This design comes from an exercise in tuning for small area, a short achievable clock period and few clock cycles per item on the open sky130 flow, not from production work. RTL that was checked went through simulation tests only; none was proved equivalent to the original. Only the layout flow was run in run 2; the RTL was not checked for function there. No activity file was given, so power comes from the tool's default toggle rates.

==> flow/design.v (outline; a module is shown in full before it is edited, if it fits) <==
// module fir_fa: 4 lines
// module fir_ha: 4 lines
// module fir_wrapper: 2603 lines
module fir_wrapper (
    input           wb_clk_i,
    input           wb_rst_i,
    input           wbs_stb_i,
    input           wbs_cyc_i,
    input           wbs_we_i,
    input   [3:0]   wbs_sel_i,
    input  [31:0]   wbs_dat_i,
    input  [31:0]   wbs_adr_i,
    output          wbs_ack_o,
    output [31:0]   wbs_dat_o
);
  // ...
==> flow/flow/run.sh <==
#!/bin/bash
set -e
cp standard.sh standard.sh.log
cp config.mk config.mk.orig.log
echo "export SETUP_SLACK_MARGIN = 6.55" >> config.mk
bash standard.sh > standard.log 2>&1
==> flow/standard.sh <==
#!/bin/bash
# synth_recipe.tcl (not shown) runs the flow's synth.tcl, then flattens the netlist and writes it again
# the make line also repeats each setting of config.mk as NAME=value (left out here)
make -C /OpenROAD-flow-scripts/flow DESIGN_CONFIG=/design/flow/config.mk WORK_HOME=/design/flow/orfs CLKGATE_MAP_FILE= SYNTH_SCRIPT=/design/flow/synth_recipe.tcl "${@:-finish}"
==> flow/config.mk <==
export PLATFORM = sky130hd
export DESIGN_NAME = fir_wrapper
export DESIGN_NICKNAME = fir_wrapper
export VERILOG_FILES = /design/flow/design.v
export SDC_FILE = /design/flow/constraint.sdc
export NUM_CORES = 4
export LEC_CHECK = 0
export CAP_MARGIN = 20
export CORE_MARGIN = 2
export CORE_UTILIZATION = 65
export CTS_CLUSTER_SIZE = 30
export SLEW_MARGIN = 20
export SYNTH_HIERARCHICAL = 1
export SYNTH_MINIMUM_KEEP_SIZE = 0
export SETUP_SLACK_MARGIN = 6.55
==> flow/constraint.sdc <==
create_clock -name core_clock -period 10.0 [get_ports {wb_clk_i}]
set_input_delay 2.0000 -clock core_clock [delete_from_list [all_inputs] [get_ports {wb_clk_i}]]
set_output_delay 2.0000 -clock core_clock [all_outputs]
set_load 0.01 [all_outputs]
==> flow_metrics.env, run 1 <==
export IMPL_comb_power_share=0.468
export IMPL_layout_cells_non_filler=6010
export IMPL_yosysUniqueCellTypes=69
export IMPL_synthXorXnorAreaFrac=0.1487
export IMPL_grt_use_met2=0.6159
export IMPL_hold_buffers=0
export IMPL_seq_area_frac_synth=0.3491
export IMPL_crit_start="mask_r[1]"
export IMPL_final_common_cell="xnor2_1"
export IMPL_htreeDepth=3
export IMPL_placedInstanceArea_um2=58710
export IMPL_drt_iter0_drc=5697
export IMPL_final_clk_cell_share=0.05532
export IMPL_portBuffers=75
export IMPL_maxCapViolations=0
export IMPL_io_pins=106
export IMPL_endpoint="wbs_dat_o[9]"
export IMPL_r2r_cells=9
export IMPL_multi_input_gates=3371
export IMPL_use_met3=0.1213
export IMPL_grt_max_degree=86
export IMPL_top_layer="met5"
export IMPL_wl_met3_mm=25.51
export IMPL_tightest_slew_ns=1.040
export IMPL_status="complete, no violations"
export IMPL_met1_length_mm=70.00
export IMPL_critPathKind="flip-flop to primary output"
export IMPL_use_met1=0.5234
export IMPL_cts_buffers_inserted=99
export IMPL_avgSynthCellArea_um2=11.79
export IMPL_power_switching_w=0.007188
Testbench counts, summed over its fixed seeds: cycles 5,120, items 1,280.
==> inputs of run 2 (changes only) <==
--- a/flow/design.v
+++ b/flow/design.v
@@ -23,55 +23,57 @@
   reg        ack_r, init_r, act;
   reg  [1:0] ph;
   reg  [3:0] icnt;
   assign wbs_ack_o = ack_r;
   wire p0 = (ph == 2'd0);
   wire p1 = (ph == 2'd1);
   wire p3 = (ph == 2'd3);
   wire a_x   =  wbs_we_i &  wbs_adr_i[7];                   
-  wire a_y   = ~wbs_we_i &  wbs_adr_i[7];                   
-  wire a_ctl =  wbs_we_i & ~wbs_adr_i[7] & ~wbs_adr_i[6];   
-  wire a_st  = ~wbs_we_i & ~wbs_adr_i[7];                   
-  wire a_h   =  wbs_we_i & ~wbs_adr_i[7] &  wbs_adr_i[6];   
-  wire [3:0] kt;    
-  assign kt[0] = (wbs_adr_i[5:2] <= 4'd2);
-  assign kt[1] = (wbs_adr_i[5:2] >= 4'd3) & (wbs_adr_i[5:2] <= 4'd5);
-  assign kt[2] = (wbs_adr_i[5:2] >= 4'd6) & (wbs_adr_i[5:2] <= 4'd8);
-  assign kt[3] = (wbs_adr_i[5:2] >= 4'd9);
-  wire h_ok  = (kt[0] & p3) | (kt[1] & p0) | (kt[2] & p1) | (kt[3] & (ph == 2'd2));
-  wire a_go  = (a_x & p3) | ((a_y | a_ctl) & p1) | a_st | (a_h & h_ok);
+  reg        pend_r, ctl_r, st_r, h_r;
+  reg  [3:0] kt_r;    
+  reg  [2:0] kj_r;    
+  wire [3:0] ka = wbs_adr_i[5:2];
+  always @(posedge wb_clk_i) begin
+    ctl_r <=  wbs_we_i & ~wbs_adr_i[7] & ~wbs_adr_i[6];      
+    st_r  <= ~wbs_we_i & ~wbs_adr_i[7];                      
+    h_r   <=  wbs_we_i & ~wbs_adr_i[7] &  wbs_adr_i[6];      
+    kt_r  <= {ka >= 4'd9, (ka >= 4'd6) & (ka <= 4'd8), (ka >= 4'd3) & (ka <= 4'd5), ka <= 4'd2};
+    kj_r  <= {(ka == 4'd2) | (ka == 4'd5) | (ka == 4'd8),
+              (ka == 4'd1) | (ka == 4'd4) | (ka == 4'd7) | (ka == 4'd10),
+              (ka == 4'd0) | (ka == 4'd3) | (ka == 4'd6) | (ka == 4'd9)};
+  end
+  wire h_ok  = (kt_r[0] & p3) | (kt_r[1] & p0) | (kt_r[2] & p1) | (kt_r[3] & (ph == 2'd2));
+  wire a_go  = (wbs_adr_i[7] & (wbs_we_i ? p3 : p1))
+             | (pend_r & ((ctl_r & p1) | st_r | (h_r & h_ok)));
   always @(posedge wb_clk_i or posedge wb_rst_i) begin
     if (wb_rst_i) begin
-      ack_r <= 1'b0; init_r <= 1'b1; act <= 1'b0;
+      ack_r <= 1'b0; init_r <= 1'b1; act <= 1'b0; pend_r <= 1'b0;
       ph <= 2'd0; icnt <= 4'd0;
     end else begin
       ph <= ph + 2'd1;
       ack_r <= req & ~ack_r & ~init_r & a_go;
+      pend_r <= req & ~ack_r;
       if (p3) begin
         act  <= init_r | take;
         if (init_r) icnt <= icnt + 4'd1;
         if (icnt == 4'd12) init_r <= 1'b0;
       end
     end
   end
   reg [3:0] mask_r;
   always @(posedge wb_clk_i) begin
     mask_r[0] <= wbs_adr_i[7];
     mask_r[1] <= wbs_adr_i[2];
     mask_r[2] <= wbs_adr_i[7] & wbs_adr_i[2];
     mask_r[3] <= wbs_adr_i[7] | wbs_adr_i[2];
   end
-  wire [2:0] kj;    
-  assign kj[0] = (wbs_adr_i[5:2] == 4'd0) | (wbs_adr_i[5:2] == 4'd3) | (wbs_adr_i[5:2] == 4'd6) | (wbs_adr_i[5:2] == 4'd9);
-  assign kj[1] = (wbs_adr_i[5:2] == 4'd1) | (wbs_adr_i[5:2] == 4'd4) | (wbs_adr_i[5:2] == 4'd7) | (wbs_adr_i[5:2] == 4'd10);
-  assign kj[2] = (wbs_adr_i[5:2] == 4'd2) | (wbs_adr_i[5:2] == 4'd5) | (wbs_adr_i[5:2] == 4'd8);
   reg [2:0] hw;
   always @(posedge wb_clk_i)
-    hw <= {3{req & ~ack_r & ~init_r & a_h & h_ok}} & kj;
+    hw <= {3{req & ~ack_r & ~init_r & pend_r & h_r & h_ok}} & kj_r;
   wire take = p3 & req & a_x;
   wire hold = ~p3;
   wire [32:0] xe = {wbs_dat_i, 1'b0};
   reg [15:0] bone, btwo, bneg;
   integer d;
   always @(posedge wb_clk_i)
     if (!hold)
       for (d = 0; d < 16; d = d + 1) begin
==> flow/flow/run.sh (replaced) <==
#!/bin/bash
set -e
cp standard.sh standard.sh.log
cp config.mk config.mk.orig.log
echo "export SETUP_SLACK_MARGIN = 6.5" >> config.mk
bash standard.sh > standard.log 2>&1
==> flow/config.mk (replaced) <==
export PLATFORM = sky130hd
export DESIGN_NAME = fir_wrapper
export DESIGN_NICKNAME = fir_wrapper
export VERILOG_FILES = /design/flow/design.v
export SDC_FILE = /design/flow/constraint.sdc
export NUM_CORES = 4
export LEC_CHECK = 0
export CAP_MARGIN = 20
export CORE_MARGIN = 2
export CORE_UTILIZATION = 70
export CTS_CLUSTER_SIZE = 30
export SLEW_MARGIN = 20
export SYNTH_HIERARCHICAL = 1
export SYNTH_MINIMUM_KEEP_SIZE = 0
export SETUP_SLACK_MARGIN = 6.5
==> run 2 against run 1 <==
Net effect:
- still clean
- first-iteration DRC count increased by 3.9%
- sequential share of layout area up 0.67 points
- clock power about the same
- core utilization rose by 4.4 points
- cell area decreased by 0.98%
- non-clock buffer count fell by 43
- count of clock-buffer cells in the layout grew 7
- fmax is 0.20% lower
- synthesized area is 1.3% higher
- register-to-register slack worse by 0.07 ns
- synthesized cell count increased by 1.6%
- die area decreased by 5.8%
- largest cell class unchanged
==> flow_metrics.env, run 2 <==
export IMPL_status="complete, no violations"
export IMPL_die_h_um=292.4
export IMPL_rsz0062_at_grt="true"
export IMPL_slew_violations=0
export IMPL_synth_edff_count=48
export IMPL_yosysUniqueCellTypes=82
export IMPL_drtPass1Iterations=9
export IMPL_syn2layout_area_growth_pct=10.18
export IMPL_hold_path_depth=0
export IMPL_dp_slack_ns=5.555
export IMPL_p_per_area_nw_per_um2=287.9
export IMPL_crit_chain="buf_12 -> buf_16 -> a22oi_2 -> xnor2_1 -> fa_1 -> fa_1 -> fa_1 -> fa_1"
export IMPL_avgSynthCellArea_um2=11.76
export IMPL_setup_viol=0
export IMPL_grt_ovfl_total=0
export IMPL_mappedNetlistArea_um2=58240
export IMPL_start_kind="flip-flop"
export IMPL_critPathKind="flip-flop to flip-flop"
export IMPL_p_leak_nw=23.47
export IMPL_cts_buffer_depth=3
export IMPL_viasPerCell=7.032
export IMPL_die_width_um=292.4
export IMPL_final_cell_area_um2=64170
export IMPL_hold_class="flip-flop to flip-flop"
export IMPL_die_area_um2=85520
export IMPL_r2r_cells=8
export IMPL_rrSetupSlack_ns=6.45
export IMPL_netlist_top_cells_count="dfxtp_1 (929), xnor2_1 (922), a22oi_1 (769), fa_1 (693), clkbuf_1 (365)"
export IMPL_hold_violations=0
export IMPL_htreeDepth=3
export IMPL_crit_start="bone[0]"
export IMPL_slew_headroom=0.2443
export IMPL_dp_hpwl_mm=113.9
export IMPL_drt_total_wl_mm=192.3
export IMPL_maxCapViolations=0
export IMPL_placedInstanceArea_um2=59160
export IMPL_synth_top_cell_area_share=0.3193
export IMPL_cp_end_kind="flip-flop"
export IMPL_final_util=0.7803
export IMPL_seq_area_frac_synth=0.3484
export IMPL_final_setup_tns_ns=0
export IMPL_remaining_drc_errors=0
export IMPL_cts_sinks=987
export IMPL_core_area_um2=82240
export IMPL_cts_buffers_inserted=100
export IMPL_postSynthCellCount=4953
export IMPL_critPathBufInv=2
export IMPL_yosys_warnings=7
export IMPL_crit_family="adder cells"
export IMPL_synth_area_leaders="dfxtp_1 (32%), fa_1 (24%), xnor2_1 (14%), a22oi_1 (9.9%), ha_1 (4.0%)"
export IMPL_cp_required_ns=10.57
export IMPL_path_common_cell="fa_1"
export IMPL_grt_pass1_wl_mm=270.1
export IMPL_drt_iter0_drc=5919
export IMPL_cts_tree="done"
export IMPL_grt_max_degree=92
export IMPL_final_nets=5737
export IMPL_synth_largest_area_cell="dfxtp_1"
export IMPL_fin_crit_ns=3.548
export IMPL_layout_common_cells="xnor2_1 (921), dfxtp_1 (878), a22oi_1 (764)"
export IMPL_portBuffers=75
export IMPL_syn_nets=5905
export IMPL_min_from="H0_3[2]"
export IMPL_tightest_slew_ns=1.133
export IMPL_detail_route_antenna_nets=0
export IMPL_std_cell_rows=105
export IMPL_io_pins=106
export IMPL_grt_pass1_vias=42790
export IMPL_r2r_end="pr0[67]"
export IMPL_worstPathArrival_ns=4.12
export IMPL_final_common_cell="xnor2_1"
export IMPL_slowest_delay_ns=0.58
export IMPL_finalWorstSetupSlack_ns=6.452
export IMPL_r2r_start="bone[0]"
export IMPL_clk_pin_slew_worst_paths_ns=0.06
export IMPL_grtUsageTotal=0.4301
export IMPL_worst_clock_skew_ns=0.02718
export IMPL_path_max_fanout=25
export IMPL_finalCritPeriodShare=0.3548
export IMPL_drive_gt1_frac=0.1186
export IMPL_gp_congestion=0.9694
export IMPL_ys_ff_latch=987
export IMPL_vias=41800
export IMPL_start_util=0.7082
export IMPL_clockRootBuffer="clkbuf_16"
export IMPL_crit_slowest_cell="fa_1"
export IMPL_wl_per_cell_um=32.35
export IMPL_yosysMostFrequentCell="dfxtp_1"
export IMPL_hold_buffers=0
export IMPL_antenna_found_initial=11
export IMPL_async_flop_share=0.01013
export IMPL_peakVddDrop_mv=0.3915
export IMPL_reg_top3="pr0: 80 flops, pr1: 80 flops, pr2: 80 flops"
export IMPL_whs_endpoint="H0_2[2]"
export IMPL_fmax_mhz=281.9
export IMPL_clkLatencyLatePin_ns=0.70
export IMPL_synth_flop_cell="dfxtp_1"
run 2: changes by cell type after synthesis, sizes merged, moves of 10 or more:
cell,delta
o21ai,-34
o22ai,+33
xnor2,-10
clkbuf,+10
dfxtp,+10
run 2: metrics by stage:
step	hold WS, ns	power [W]	std cells
finish	0.3165	0.01847	5944
global route	0.3228	0.01955	5939
CTS	0.3124	0.01822	5900
detailed placement	0.3121	0.01415	5697
global placement	0.3096	0.01391	5697
floorplan	0.3096	0.01183	4953
run 2: repair_timing:
| action | in CTS | in global routing |
|---|---|---|
| setup buffers | 17 | 22 |
| endpoints found under the setup margin | 263 | 146 |
| hold endpoints to repair | 0 | 0 |
| cloned | 2 | 15 |
| resized for setup | 198 | 96 |
| pin swaps | 0 | 3 |
run 2: worst max-delay path by stage:
stage	endpoint	slack (ns)	cells past startpoint
after detailed placement	pr2[30]	5.55	7
after global placement	pr2[30]	5.65	7
after floorplan	pr1[67]	6.48	8
after CTS	pr2[30]	6.49	8
after global routing	pr0[67]	6.43	8
final	pr0[67]	6.45	8
run 2: area by class of cell:
type                    instances  area, um2
diodes                          7      17.52
flip-flops and latches        987      20400
inverters                      62      232.7
multi-input cells            3419      35950
fillers                      5181      18070
repair buffers                215       2668
well taps                    1070       1339
clock buffers                 125       2728
clock inverters                59      829.5
run 2: layer usage:
layer / part of all wire / GRT usage / wire length, um / up-vias
met2: 0.42 / 0.6385 / 81150 / 3653
li1: - / - / - / 16600
met1: 0.35 / 0.5498 / 68190 / 20570
met3: 0.15 / 0.1521 / 29300 / 964
met5: 0.00084 / 0 / 161 / -
met4: 0.070 / 0.2425 / 13500 / 6
run 2: modules after synthesis, one instance, submodules excluded:
module,cells,copies in the design,cell area [um2]
fir_fa,1,693,20.02
fir_wrapper,4155,1,43050
fir_ha,1,105,12.51
run 2: report_power, final:
part | leakage, nW | internal, W | switching [W]
logic | 13.5 | 0.00372 | 0.00478
clock network | 1.74 | 0.00237 | 0.00167
registers | 8.21 | 0.00526 | 0.000677
total | 23.5 | 0.0113 | 0.00713
run 2: logic make-up after synthesis:
group / share of synthesized area
AO/OA/AOI/OAI: 0.1315
flip-flops: 0.3484
XOR/XNOR: 0.1460
adder cells (fa/ha/maj): 0.2782
buffers and inverters: 0.03579
AND/OR/NAND/NOR: 0.02829
multiplexers: 0.03184
run 2: worst register-to-register path: stages (launching register included):
cell,delay (ns)
edfxtp_1,0.45
buf_12,0.23
buf_16,0.24
a22oi_2,0.34
xnor2_1,0.15
fa_1,0.58
fa_1,0.46
fa_1,0.55
fa_1,0.42

afterwards: timing with drivers on the ports:
Ports are ideal in the flow. The routed layouts listed here were re-timed in OpenROAD. Step 1 (the two cells are an assumption about what drives the block):
set clk [get_ports {wb_clk_i}]
set_driving_cell -lib_cell sky130_fd_sc_hd__clkbuf_16 $clk
set_driving_cell -lib_cell sky130_fd_sc_hd__buf_2 [delete_from_list [all_inputs] $clk]
Step 2 moves the port delays by t, midway between the first and last clock arrival at a register: inputs arrive t later, outputs are due t later. That takes back most of the time a late clock gives input paths. Three values: ideal ports, drivers, drivers and shift; two values: the first two.
run | shift t [ns] | setup slack, ns | worst hold slack (ns)
run 1 | 0.779 | 6.459 / 6.385 / 6.030 | 0.310 / 0.310 / 0.310
run 2 | 0.760 | 6.452 / 6.452 / 6.139 | 0.316 / 0.316 / 0.316
After both steps setup and hold are still met in every run listed. For run 1, which loses most, drivers alone change the setup slack by -0.074 ns; drivers and shift together by -0.429 ns.
